What follows belongs to an exercise in optimizing a design on an open flow for small area, a short achievable clock period and few clock cycles per item; a production flow would make more cautious choices. At most, simulation tests tie the RTL to the original design; equivalence was not proved.

// Convolution_without_pipeline
module Convolution_without_pipeline(
    clk, rst_n, in_valid,
    In_IFM_1, In_IFM_2, In_IFM_3, In_IFM_4, In_IFM_5, In_IFM_6, In_IFM_7, In_IFM_8, In_IFM_9,
    In_Weight_1, In_Weight_2, In_Weight_3, In_Weight_4, In_Weight_5, In_Weight_6, In_Weight_7, In_Weight_8, In_Weight_9,
    out_valid, Out_OFM
    );
Size in the first run: roughly 66 flip-flops, roughly 170 I/O pins.
export LEC_CHECK = 0
export CAP_MARGIN = 20
export CORE_MARGIN = 2
export CORE_UTILIZATION = 40
export SETUP_SLACK_MARGIN = 4.7
export SLEW_MARGIN = 20
export SYNTH_HIERARCHICAL = 1
export SYNTH_MINIMUM_KEEP_SIZE = 0
create_clock -name core_clock -period 10.0 [get_ports {clk}]
run.sh (not shown) runs the stock make flow with config.mk's settings and CLKGATE_MAP_FILE= SYNTH_SCRIPT=/design/flow/synth_recipe.tcl, a recipe that flattens the netlist after the stock synthesis.
The starting point completed without violations.
Next try:
- SETUP_SLACK_MARGIN: 4.7 -> 4.5
After rerunning: Setup slack got worse by 180 ps; area after synthesis stays the same; final area falls by 3.9%; sequential cell count does not change; worst hold slack got worse by 21 ps.
Function was not checked in any run of this note: the RTL went through the layout flow alone.


## tundra
Convolution_without_pipeline, a different RTL version from the one above (not shown whole).
Size: about 1500 cells after synthesis, roughly 54 flip-flops, roughly 17000 um^2 of cells after synthesis.
Design Convolution_without_pipeline, start of the top module:
module Convolution_without_pipeline(
    clk, rst_n, in_valid,
    In_IFM_1, In_IFM_2, In_IFM_3, In_IFM_4, In_IFM_5, In_IFM_6, In_IFM_7, In_IFM_8, In_IFM_9,
    In_Weight_1, In_Weight_2, In_Weight_3, In_Weight_4, In_Weight_5, In_Weight_6, In_Weight_7, In_Weight_8, In_Weight_9,
    out_valid, Out_OFM
    );
export LEC_CHECK = 0
export CAP_MARGIN = 20
export CORE_MARGIN = 2
export CORE_UTILIZATION = 40
export GPL_ROUTABILITY_DRIVEN = 0
export SETUP_SLACK_MARGIN = 4.3
export SLEW_MARGIN = 20
export SYNTH_HIERARCHICAL = 1
export SYNTH_MINIMUM_KEEP_SIZE = 0
create_clock -name core_clock -period 10.0 [get_ports {clk}]
standard.sh (not shown) runs the stock make flow with config.mk's settings and CLKGATE_MAP_FILE= SYNTH_SCRIPT=/design/flow/synth_recipe.tcl, a recipe that flattens the netlist after the stock synthesis.
==> flow/flow/run.sh <==
#!/bin/bash
# Own flow: the standard flow (standard.sh) with its synthesis unchanged.
# The layout steps only differ in two ways:
#  * the delay cells (clkdlybuf4s*, dlygate*, dlymetal*) are not used, so the
#    port buffers and the resizer use ordinary buffers instead;
#  * buffer_ports uses buf_2 for the port buffers.
set -euo pipefail
bash standard.sh synth > synth.log 2>&1
PLATFORM_DONT_USE="sky130_fd_sc_hd__probe_p_8 sky130_fd_sc_hd__probec_p_8 sky130_fd_sc_hd__lpflow_bleeder_1 sky130_fd_sc_hd__lpflow_clkbufkapwr_1 sky130_fd_sc_hd__lpflow_clkbufkapwr_16 sky130_fd_sc_hd__lpflow_clkbufkapwr_2 sky130_fd_sc_hd__lpflow_clkbufkapwr_4 sky130_fd_sc_hd__lpflow_clkbufkapwr_8 sky130_fd_sc_hd__lpflow_clkinvkapwr_1 sky130_fd_sc_hd__lpflow_clkinvkapwr_16 sky130_fd_sc_hd__lpflow_clkinvkapwr_2 sky130_fd_sc_hd__lpflow_clkinvkapwr_4 sky130_fd_sc_hd__lpflow_clkinvkapwr_8 sky130_fd_sc_hd__lpflow_decapkapwr_12 sky130_fd_sc_hd__lpflow_decapkapwr_3 sky130_fd_sc_hd__lpflow_decapkapwr_4 sky130_fd_sc_hd__lpflow_decapkapwr_6 sky130_fd_sc_hd__lpflow_decapkapwr_8 sky130_fd_sc_hd__lpflow_inputiso0n_1 sky130_fd_sc_hd__lpflow_inputiso0p_1 sky130_fd_sc_hd__lpflow_inputiso1n_1 sky130_fd_sc_hd__lpflow_inputiso1p_1 sky130_fd_sc_hd__lpflow_inputisolatch_1 sky130_fd_sc_hd__lpflow_isobufsrc_1 sky130_fd_sc_hd__lpflow_isobufsrc_16 sky130_fd_sc_hd__lpflow_isobufsrc_2 sky130_fd_sc_hd__lpflow_isobufsrc_4 sky130_fd_sc_hd__lpflow_isobufsrc_8 sky130_fd_sc_hd__lpflow_isobufsrckapwr_16 sky130_fd_sc_hd__lpflow_lsbuf_lh_hl_isowell_tap_1 sky130_fd_sc_hd__lpflow_lsbuf_lh_hl_isowell_tap_2 sky130_fd_sc_hd__lpflow_lsbuf_lh_hl_isowell_tap_4 sky130_fd_sc_hd__lpflow_lsbuf_lh_isowell_4 sky130_fd_sc_hd__lpflow_lsbuf_lh_isowell_tap_1 sky130_fd_sc_hd__lpflow_lsbuf_lh_isowell_tap_2 sky130_fd_sc_hd__lpflow_lsbuf_lh_isowell_tap_4"
DELAY_CELLS="sky130_fd_sc_hd__clkdlybuf4s15_1 sky130_fd_sc_hd__clkdlybuf4s15_2 sky130_fd_sc_hd__clkdlybuf4s18_1 sky130_fd_sc_hd__clkdlybuf4s18_2 sky130_fd_sc_hd__clkdlybuf4s25_1 sky130_fd_sc_hd__clkdlybuf4s25_2 sky130_fd_sc_hd__clkdlybuf4s50_1 sky130_fd_sc_hd__clkdlybuf4s50_2 sky130_fd_sc_hd__dlygate4sd1_1 sky130_fd_sc_hd__dlygate4sd2_1 sky130_fd_sc_hd__dlygate4sd3_1 sky130_fd_sc_hd__dlymetal6s2s_1 sky130_fd_sc_hd__dlymetal6s4s_1 sky130_fd_sc_hd__dlymetal6s6s_1"
bash standard.sh "DONT_USE_CELLS=$PLATFORM_DONT_USE $DELAY_CELLS" \
  "BUFFER_PORTS_ARGS=-buffer_cell sky130_fd_sc_hd__buf_2" finish > layout.log 2>&1
No stage failed in tundra, and the final checks on the layout all came back clean.
Testbench counts of tundra, summed over its fixed seeds: cycles 3,208, items 3,200.
The inputs of indigo differ from those of tundra as listed below.
Settings: GPL_ROUTABILITY_DRIVEN removed (was 0); SETUP_SLACK_MARGIN changed from 4.3 to 4.4.
Results
- Fmax | indigo vs tundra | indigo faster
- indigo and tundra ended up with nearly the same global routing usage summed across all routing layers.
- Summary: with tundra as the reference, design area in indigo moved up slightly.
- Comparing area overhead of the layout relative to synthesis for indigo and tundra, the bigger number came from indigo.
- Taking tundra as the reference, in indigo final critical-path required period went down; worst slack at placement dropped 0.013 ns.
[inputs] quartz vs indigo
Settings: SETUP_SLACK_MARGIN changed from 4.4 to 4.5.
==> flow/run.sh (new file) <==
#!/bin/bash
# synth_recipe.tcl (not shown) runs the flow's synth.tcl, then flattens the netlist and writes it again
# the make line also repeats each setting of config.mk as NAME=value (left out here)
make -C /OpenROAD-flow-scripts/flow DESIGN_CONFIG=/design/flow/config.mk WORK_HOME=/design/flow/orfs CLKGATE_MAP_FILE= SYNTH_SCRIPT=/design/flow/synth_recipe.tcl finish
removed: flow/flow/run.sh
removed: flow/standard.sh
From indigo to quartz the numbers moved as follows: fmax +about 0.46%, post-route fraction of the period consumed by the critical path saw a decrease.
Routed wire in quartz totals more than in indigo.
Row worst hold slack: quartz higher / indigo lower
On quartz: total via count after detailed routing is 0.73% higher than what indigo gave.
Going from indigo to quartz, setup slack after layout rose by 0.025 ns, area added between synthesis and finish now sits higher.
Worst setup path endpoint = Out_OFM[16]: indigo; worst setup path endpoint = Out_OFM[15]: quartz
#### Input delta (onyx over quartz)
Settings: a change of SETUP_SLACK_MARGIN from 4.5 to 4.2.
==> flow/flow/run.sh (new file) <==
#!/bin/bash
# Own flow: the standard flow (standard.sh) with its synthesis unchanged.
# The layout steps only differ in two ways:
#  * the delay cells (clkdlybuf4s*, dlygate*, dlymetal*) are not used, so the
#    port buffers and the resizer use ordinary buffers instead;
#  * buffer_ports uses buf_2 for the port buffers.
set -euo pipefail
bash standard.sh synth > synth.log 2>&1
PLATFORM_DONT_USE="sky130_fd_sc_hd__probe_p_8 sky130_fd_sc_hd__probec_p_8 sky130_fd_sc_hd__lpflow_bleeder_1 sky130_fd_sc_hd__lpflow_clkbufkapwr_1 sky130_fd_sc_hd__lpflow_clkbufkapwr_16 sky130_fd_sc_hd__lpflow_clkbufkapwr_2 sky130_fd_sc_hd__lpflow_clkbufkapwr_4 sky130_fd_sc_hd__lpflow_clkbufkapwr_8 sky130_fd_sc_hd__lpflow_clkinvkapwr_1 sky130_fd_sc_hd__lpflow_clkinvkapwr_16 sky130_fd_sc_hd__lpflow_clkinvkapwr_2 sky130_fd_sc_hd__lpflow_clkinvkapwr_4 sky130_fd_sc_hd__lpflow_clkinvkapwr_8 sky130_fd_sc_hd__lpflow_decapkapwr_12 sky130_fd_sc_hd__lpflow_decapkapwr_3 sky130_fd_sc_hd__lpflow_decapkapwr_4 sky130_fd_sc_hd__lpflow_decapkapwr_6 sky130_fd_sc_hd__lpflow_decapkapwr_8 sky130_fd_sc_hd__lpflow_inputiso0n_1 sky130_fd_sc_hd__lpflow_inputiso0p_1 sky130_fd_sc_hd__lpflow_inputiso1n_1 sky130_fd_sc_hd__lpflow_inputiso1p_1 sky130_fd_sc_hd__lpflow_inputisolatch_1 sky130_fd_sc_hd__lpflow_isobufsrc_1 sky130_fd_sc_hd__lpflow_isobufsrc_16 sky130_fd_sc_hd__lpflow_isobufsrc_2 sky130_fd_sc_hd__lpflow_isobufsrc_4 sky130_fd_sc_hd__lpflow_isobufsrc_8 sky130_fd_sc_hd__lpflow_isobufsrckapwr_16 sky130_fd_sc_hd__lpflow_lsbuf_lh_hl_isowell_tap_1 sky130_fd_sc_hd__lpflow_lsbuf_lh_hl_isowell_tap_2 sky130_fd_sc_hd__lpflow_lsbuf_lh_hl_isowell_tap_4 sky130_fd_sc_hd__lpflow_lsbuf_lh_isowell_4 sky130_fd_sc_hd__lpflow_lsbuf_lh_isowell_tap_1 sky130_fd_sc_hd__lpflow_lsbuf_lh_isowell_tap_2 sky130_fd_sc_hd__lpflow_lsbuf_lh_isowell_tap_4"
DELAY_CELLS="sky130_fd_sc_hd__clkdlybuf4s15_1 sky130_fd_sc_hd__clkdlybuf4s15_2 sky130_fd_sc_hd__clkdlybuf4s18_1 sky130_fd_sc_hd__clkdlybuf4s18_2 sky130_fd_sc_hd__clkdlybuf4s25_1 sky130_fd_sc_hd__clkdlybuf4s25_2 sky130_fd_sc_hd__clkdlybuf4s50_1 sky130_fd_sc_hd__clkdlybuf4s50_2 sky130_fd_sc_hd__dlygate4sd1_1 sky130_fd_sc_hd__dlygate4sd2_1 sky130_fd_sc_hd__dlygate4sd3_1 sky130_fd_sc_hd__dlymetal6s2s_1 sky130_fd_sc_hd__dlymetal6s4s_1 sky130_fd_sc_hd__dlymetal6s6s_1"
bash standard.sh "DONT_USE_CELLS=$PLATFORM_DONT_USE $DELAY_CELLS" \
  "BUFFER_PORTS_ARGS=-buffer_cell sky130_fd_sc_hd__buf_2" finish > layout.log 2>&1
==> flow/standard.sh (new file) <==
#!/bin/bash
# synth_recipe.tcl (not shown) runs the flow's synth.tcl, then flattens the netlist and writes it again
# the make line also repeats each setting of config.mk as NAME=value (left out here)
make -C /OpenROAD-flow-scripts/flow DESIGN_CONFIG=/design/flow/config.mk WORK_HOME=/design/flow/orfs CLKGATE_MAP_FILE= SYNTH_SCRIPT=/design/flow/synth_recipe.tcl "${@:-finish}"
removed: flow/run.sh
--- outcome ---
From quartz to onyx the numbers moved as follows: post-route met1 wirelength went down about 5%, final weighted congestion in routability-driven placement shrank by about 1.4%.
From quartz to onyx the numbers moved as follows: worst-margin pin slew decreased 0.046 ns, setup slack went down 0.15 ns, final critical path time including I/O delays and setup increased by 0.15 ns relative to the old numbers.
Global-route wire length before repair (higher): quartz
Compared with quartz, onyx shows a higher sequential share of layout area.

==> separate check: timing with driven ports <==
The results above use ideal ports. As a check the final layouts listed here were re-extracted and re-timed, cells and wires unchanged. Step 1: set_driving_cell puts a clkbuf_16 on clk and a buf_2 on each other input, an assumption about the parent block. Step 2 adds t to the input delays and takes it off the output delays; t is the mean of the earliest and latest rising clock arrival at the registers after step 1. Input paths then give back, and output paths get back, about the clock's delay inside the block. a / b / c = ideal ports / drivers / drivers and shift; a / b = the first two.
run	t (ns)	slack for setup (ns)	hold slack, ns	worst slew at a driven data input, ns	cell pins on the clock port's net
the first run of note 1	0.390	4.627 / 4.572 / 4.359	1.807 / 1.778 / 2.167	0.07	1
the second run of note 1	0.405	4.442 / 4.390 / 4.188	1.786 / 1.765 / 2.170	0.06	1
tundra	0.348	4.384 / 4.335 / 4.096	1.452 / 1.424 / 1.772	0.06	1
indigo	0.345	4.463 / 4.416 / 4.129	1.454 / 1.429 / 1.774	0.06	1
quartz	0.358	4.489 / 4.439 / 4.211	1.814 / 1.793 / 2.152	0.07	1
onyx	0.345	4.342 / 4.293 / 4.040	1.456 / 1.430 / 1.775	0.06	1
After both steps every run listed still meets setup and hold. The setup slack of indigo, which loses most, moves by -0.047 ns with the drivers and by -0.334 ns with both steps.
